This is an optimization exercise on Yosys and OpenROAD, whose aim is small area, a short achievable clock period and few clock cycles per item, not a production implementation.

==> job 6118: inputs <==
==> flow/design.v (excerpt) <==
module atan
(
    input                       clk         ,
    input                       rst_n       ,
    input                       trig        ,
    output                      vld         ,
    input       signed  [16:0]  para_in     ,
    output      signed  [11:0]  atany
);
==> module atan, before the edit <==
module atan
(
    input                       clk         ,
    input                       rst_n       ,
    input                       trig        ,
    output                      vld         ,
    input       signed  [16:0]  para_in     ,
    output      signed  [11:0]  atany
);
reg [2:0] v;
always @(posedge clk or negedge rst_n)
    if (!rst_n) v <= 3'd0;
    else        v <= {v[1:0], trig};
assign vld = v[2];
wire s0 = para_in[16];
wire [18:0] p4 = {para_in, 2'b00};
wire [18:0] y0 = s0 ? p4 + 19'd1024 : p4 - 19'd1024;
wire [18:0] x0 = s0 ? 19'd1024 - p4 : 19'd1024 + p4;
wire d0 = ~y0[18];
wire [18:0] tx0 = x0 >> 1;
wire [17:0] y1 = y0[17:0] + (tx0[17:0] ^ {18{d0}}) + d0;
wire signed [18:0] ys0 = y0;
wire [18:0] ty0 = ys0 >>> 1;
wire [18:0] x1 = x0 + (ty0 ^ {19{~d0}}) + !d0;
wire d1 = ~y1[17];
wire [18:0] tx1 = x1 >> 2;
wire [15:0] y2 = y1[15:0] + (tx1[15:0] ^ {16{d1}}) + d1;
wire signed [17:0] ys1 = y1;
wire [18:0] ty1 = {{1{y1[17]}}, ys1 >>> 2};
wire [18:0] x2 = x1 + (ty1 ^ {19{~d1}}) + !d1;
reg [18:0] xr1;
reg [15:0] yr1;
reg [2:0] dr1;
always @(posedge clk) begin
    xr1 <= x2;
    yr1 <= y2;
    dr1 <= {s0, d0, d1};
end
wire d2 = ~yr1[15];
wire [18:0] tx2 = xr1 >> 3;
wire [15:0] y3 = yr1[15:0] + (tx2[15:0] ^ {16{d2}}) + d2;
wire signed [15:0] ys2 = yr1;
wire [18:0] ty2 = {{3{yr1[15]}}, ys2 >>> 3};
wire [18:0] x3 = xr1 + (ty2 ^ {19{~d2}}) + !d2;
wire d3 = ~y3[15];
wire [18:0] tx3 = x3 >> 4;
wire [13:0] y4 = y3[13:0] + (tx3[13:0] ^ {14{d3}}) + d3;
wire signed [15:0] ys3 = y3;
wire [18:0] ty3 = {{3{y3[15]}}, ys3 >>> 4};
wire [18:0] x4 = x3 + (ty3 ^ {19{~d3}}) + !d3;
wire d4 = ~y4[13];
wire [18:0] tx4 = x4 >> 5;
wire [14:0] y5 = {{1{y4[13]}}, y4} + (tx4[14:0] ^ {15{d4}}) + d4;
wire signed [13:0] ys4 = y4;
wire [18:0] ty4 = {{5{y4[13]}}, ys4 >>> 5};
wire [18:0] x5 = x4 + (ty4 ^ {19{~d4}}) + !d4;
reg [18:0] xr2;
reg [14:0] yr2;
reg [5:0] dr2;
always @(posedge clk) begin
    xr2 <= x5;
    yr2 <= y5;
    dr2 <= {dr1[2], dr1[1], dr1[0], d2, d3, d4};
end
wire d5 = ~yr2[14];
wire [18:0] tx5 = xr2 >> 6;
wire [11:0] y6 = yr2[11:0] + (tx5[11:0] ^ {12{d5}}) + d5;
wire signed [14:0] ys5 = yr2;
wire [18:0] ty5 = {{4{yr2[14]}}, ys5 >>> 6};
wire [18:0] x6 = xr2 + (ty5 ^ {19{~d5}}) + !d5;
wire d6 = ~y6[11];
wire [18:0] tx6 = x6 >> 7;
wire [11:0] y7 = y6[11:0] + (tx6[11:0] ^ {12{d6}}) + d6;
wire signed [11:0] ys6 = y6;
wire [18:0] ty6 = {{7{y6[11]}}, ys6 >>> 7};
wire [18:0] x7 = x6 + (ty6 ^ {19{~d6}}) + !d6;
reg [18:0] xr3;
reg [11:0] yr3;
reg [7:0] dr3;
always @(posedge clk) begin
    xr3 <= x7;
    yr3 <= y7;
    dr3 <= {dr2[5], dr2[4], dr2[3], dr2[2], dr2[1], dr2[0], d5, d6};
end
wire d7 = ~yr3[11];
wire [18:0] tx7 = xr3 >> 8;
wire [10:0] y8 = yr3[10:0] + (tx7[10:0] ^ {11{d7}}) + d7;
wire signed [11:0] ys7 = yr3;
wire [18:0] ty7 = {{7{yr3[11]}}, ys7 >>> 8};
wire [18:0] x8 = xr3 + (ty7 ^ {19{~d7}}) + !d7;
wire d8 = ~y8[10];
wire [18:0] tx8 = x8 >> 9;
wire [9:0] y9 = y8[9:0] + (tx8[9:0] ^ {10{d8}}) + d8;
wire d9 = ~y9[9];
wire [11:0] e0 = (dr3[7] ? 12'd2312 : 12'd3920) + (dr3[6] ? 12'd950 : 12'd0) + (dr3[5] ? 12'd502 : 12'd0) + (dr3[4] ? 12'd254 : 12'd0)
               + {4'd0, dr3[3], dr3[2], dr3[1], dr3[0], d7, d8, 2'b00};
wire [11:0] e1 = e0 + 12'd2;
assign atany = d9 ? e1 : e0;
endmodule
make LEC_CHECK=0 CAP_MARGIN=20 CORE_MARGIN=2 CORE_UTILIZATION=40 SETUP_SLACK_MARGIN=1 SLEW_MARGIN=20 finish   # period 6.0 ns
run.sh (not shown) runs the stock make flow with config.mk's settings and CLKGATE_MAP_FILE= SYNTH_SCRIPT=/design/flow/synth_recipe.tcl, a recipe that flattens the netlist after the stock synthesis.
==> job 7768 (differences from job 6118) <==
==> flow/design.v (replaced) <==
module atan
(
    input                       clk         ,
    input                       rst_n       ,
    input                       trig        ,
    output                      vld         ,
    input       signed  [16:0]  para_in     ,
    output      signed  [11:0]  atany
);
reg         busy;
reg         vld_r;
reg  [2:0]  cnt;
reg  [18:0] x;
reg  [18:0] y;
reg  [8:0]  dsr;     
wire last = (cnt == 3'd7);
always @(posedge clk or negedge rst_n)
    if (!rst_n) begin
        busy  <= 1'b0;
        vld_r <= 1'b0;
    end else begin
        busy  <= trig | (busy & ~last);
        vld_r <= busy & last;
    end
assign vld = vld_r;
wire        s   = para_in[16];
wire [18:0] p4  = {para_in, 2'b00};
wire [18:0] y0  = s ? p4 + 19'd1024 : p4 - 19'd1024;
wire [18:0] x0  = s ? 19'd1024 - p4 : 19'd1024 + p4;
wire        d   = ~y[18];
wire [18:0] tx  = x >> (cnt + 4'd1);
wire signed [18:0] ys = y;
wire [18:0] ty  = ys >>> (cnt + 4'd1);
wire [17:0] yn  = y[17:0] + (tx[17:0] ^ {18{d}}) + d;
wire [18:0] xn  = x + (ty ^ {19{~d}}) + !d;
always @(posedge clk) begin
    cnt <= trig ? 3'd0 : cnt + 3'd1;
    x   <= trig ? x0 : xn;
    y   <= trig ? y0 : {yn[17], yn};
    dsr <= {dsr[7:0], trig ? s : d};
end
wire       d8 = ~y[18];
wire [9:0] y9 = y[9:0] + (x[18:9] ^ {10{d8}}) + d8;
wire       d9 = ~y9[9];
wire       sr = dsr[8];
wire [11:0] e0 = (sr ? 12'd2312 : 12'd3920) + (dsr[7] ? 12'd950 : 12'd0) + (dsr[6] ? 12'd502 : 12'd0)
               + (dsr[5] ? 12'd254 : 12'd0) + {4'd0, dsr[4:0], d8, 2'b00};
wire [11:0] e1 = e0 + 12'd2;
assign atany = d9 ? e1 : e0;
endmodule
Settings changed: SETUP_SLACK_MARGIN 1 to 3.5.
==> job 8713 (differences from job 6118) <==
==> flow/design.v (replaced) <==
module atan
(
    input                       clk         ,
    input                       rst_n       ,
    input                       trig        ,
    output                      vld         ,
    input       signed  [16:0]  para_in     ,
    output      signed  [11:0]  atany
);
reg         busy;
reg         vld_r;
reg  [8:0]  h;       
reg  [18:0] x;
reg  [19:2] z;
reg  [11:1] acc;     
wire [8:1]  clr = {h[8], h[8] | h[7], |h[8:6], |h[8:5], |h[8:4], |h[8:3], |h[8:2], |h[8:1]};
always @(posedge clk or negedge rst_n)
    if (!rst_n) begin
        busy  <= 1'b0;
        vld_r <= 1'b0;
    end else begin
        busy  <= trig | (busy & ~h[8]);
        vld_r <= busy & h[8];
    end
assign vld = vld_r;
wire        s   = para_in[16];
wire [18:0] p4  = {para_in, 2'b00};
wire [18:0] y0  = s ? p4 + 19'd1024 : p4 - 19'd1024;
wire [18:0] x0  = s ? 19'd1024 - p4 : 19'd1024 + p4;
wire        d   = ~z[19];
wire [19:0] zf  = {z, 2'b00};
wire [18:0] xm  = {x[18:1] & {10'h3FF, ~clr}, 1'b0};
wire [20:0] zc  = {zf[18:0], 1'b0, 1'b1} + {{1'b0, xm} ^ {20{d}}, d};
wire [19:0] zn  = zc[20:1];
wire [18:0] za  = zf[18:0] ^ {19{zf[19]}};
wire [33:0] ze  = {15'd0, za};
reg  [18:0] ty;
integer i, j;
always @(*) begin
    ty = 19'd0;
    for (i = 0; i < 8; i = i + 1)
        for (j = 0; j < 19; j = j + 1)
            ty[j] = ty[j] | (h[i] & ze[j + 2*i + 1]);
end
wire [19:0] xc  = {x, 1'b1} + {ty, !d};
wire [18:0] xn  = xc[19:1];
wire [11:0] k2  = ({12{h[0]}} & 12'd950) | ({12{h[1]}} & 12'd502) | ({12{h[2]}} & 12'd254)
                | {4'd0, h[3], h[4], h[5], h[6], h[7], h[8], 2'd0};
wire [11:1] accn = acc + (k2[11:1] & {11{d}});
always @(posedge clk) begin
    h   <= trig ? 9'd1 : {h[7:0], 1'b0};
    x   <= trig ? x0 : xn;
    z   <= trig ? {y0[18], y0[18:2]} : zn[19:2];
    acc <= trig ? (s ? 11'd1156 : 11'd1960) : accn;
end
wire        d9 = ~z[19];
wire [11:1] a1 = acc + 11'd1;
assign atany = {d9 ? a1 : acc, 1'b0};
endmodule
Settings changed: ABC_AREA set to 1, SETUP_SLACK_MARGIN 1 to 3.
==> qor summary <==
quantity                                                                               job 6118                job 7768      job 8713
Run status                                                           complete, but fails checks  no timing/DRC/antenna violations  no timing/DRC/antenna violations
Layout check failures                                                              setup timing                       -             -
Floorplan Core Area                                                                 35,700 um^2             15,800 um^2   15,300 um^2
Wire length on met3                                                                     1170 um                  885 um       1030 um
Synth Cell Area                                                                     14,600 um^2               6410 um^2     6260 um^2
Share of final-layout standard cells stronger than drive strength 1                       0.446                   0.340         0.140
Fin util                                                                                  0.666                   0.565         0.487
Worst setup path startpoint                                                             yr1[15]                  dsr[8]         z[19]
End of the critical path                                                                yr2[14]               atany[11]          x[9]
Worst Setup Path Type                                                              flop to flop  flop to primary output  flop to flop
Average routed wire per standard cell                                                   15.9 um                 18.0 um       16.5 um
Filler-free cell count of the finished design                                             2,946                   1,095         1,256
Max Clk Rate                                                                            152 MHz                 190 MHz       336 MHz
Met3 track demand over resource in global routing                                        0.0285                  0.0269        0.0289
Met2 wirelength from detailed routing                                                 25,100 um                 9700 um       9900 um
Cell area after layout                                                              23,800 um^2               8900 um^2     7430 um^2
Simple-gate portion of the synthesized area                                               0.136                   0.136         0.335
Detailed-placement wirelength estimate                                                33,800 um               13,300 um     16,000 um
Min Tclk post-route                                                                     6570 ps                 5250 ps       2970 ps
Met1 Use GR                                                                               0.255                   0.300         0.316
Sequential fraction of total cell area                                                    0.102                   0.121         0.162
Post-route setup TNS                                                                 -15,650 ps                    0 ps          0 ps
Setup Slack @ Placement                                                                -1290 ps                  597 ps       2390 ps
Slew at the pin closest to its max-slew limit                                            666 ps                  881 ps        541 ps
No functional check of the RTL was part of any run of this note.

[static timing again, ports no longer ideal]
No port has a modelled driver above. Below, the same layouts with a new extraction and two added sets of constraints. Step 1 assumes that a clkbuf_16 drives the clock port and a buf_2 every other input. Step 2 also shifts input and output timing later by t, the mid clock arrival at the registers, as if the neighbouring blocks saw the same clock. Slacks: ideal / step 1 / step 2; pairs: ideal / step 1.
run	t, ns	slack for setup (ns)	latest minus earliest clock arrival (ns)	worst slew at a driven data input, ns	cell pins on the clock port's net
job 6118	0.488	-0.571 / -0.571 / -0.949	0.010 / 0.011	0.05	1
job 7768	0.347	0.747 / 0.703 / 1.049	0.015 / 0.015	0.04	1
job 8713	0.391	3.027 / 3.018 / 2.830	0.011 / 0.012	0.03	1
For job 6118, which loses most, drivers alone change the setup slack by 0.000 ns; drivers and shift together by -0.378 ns.
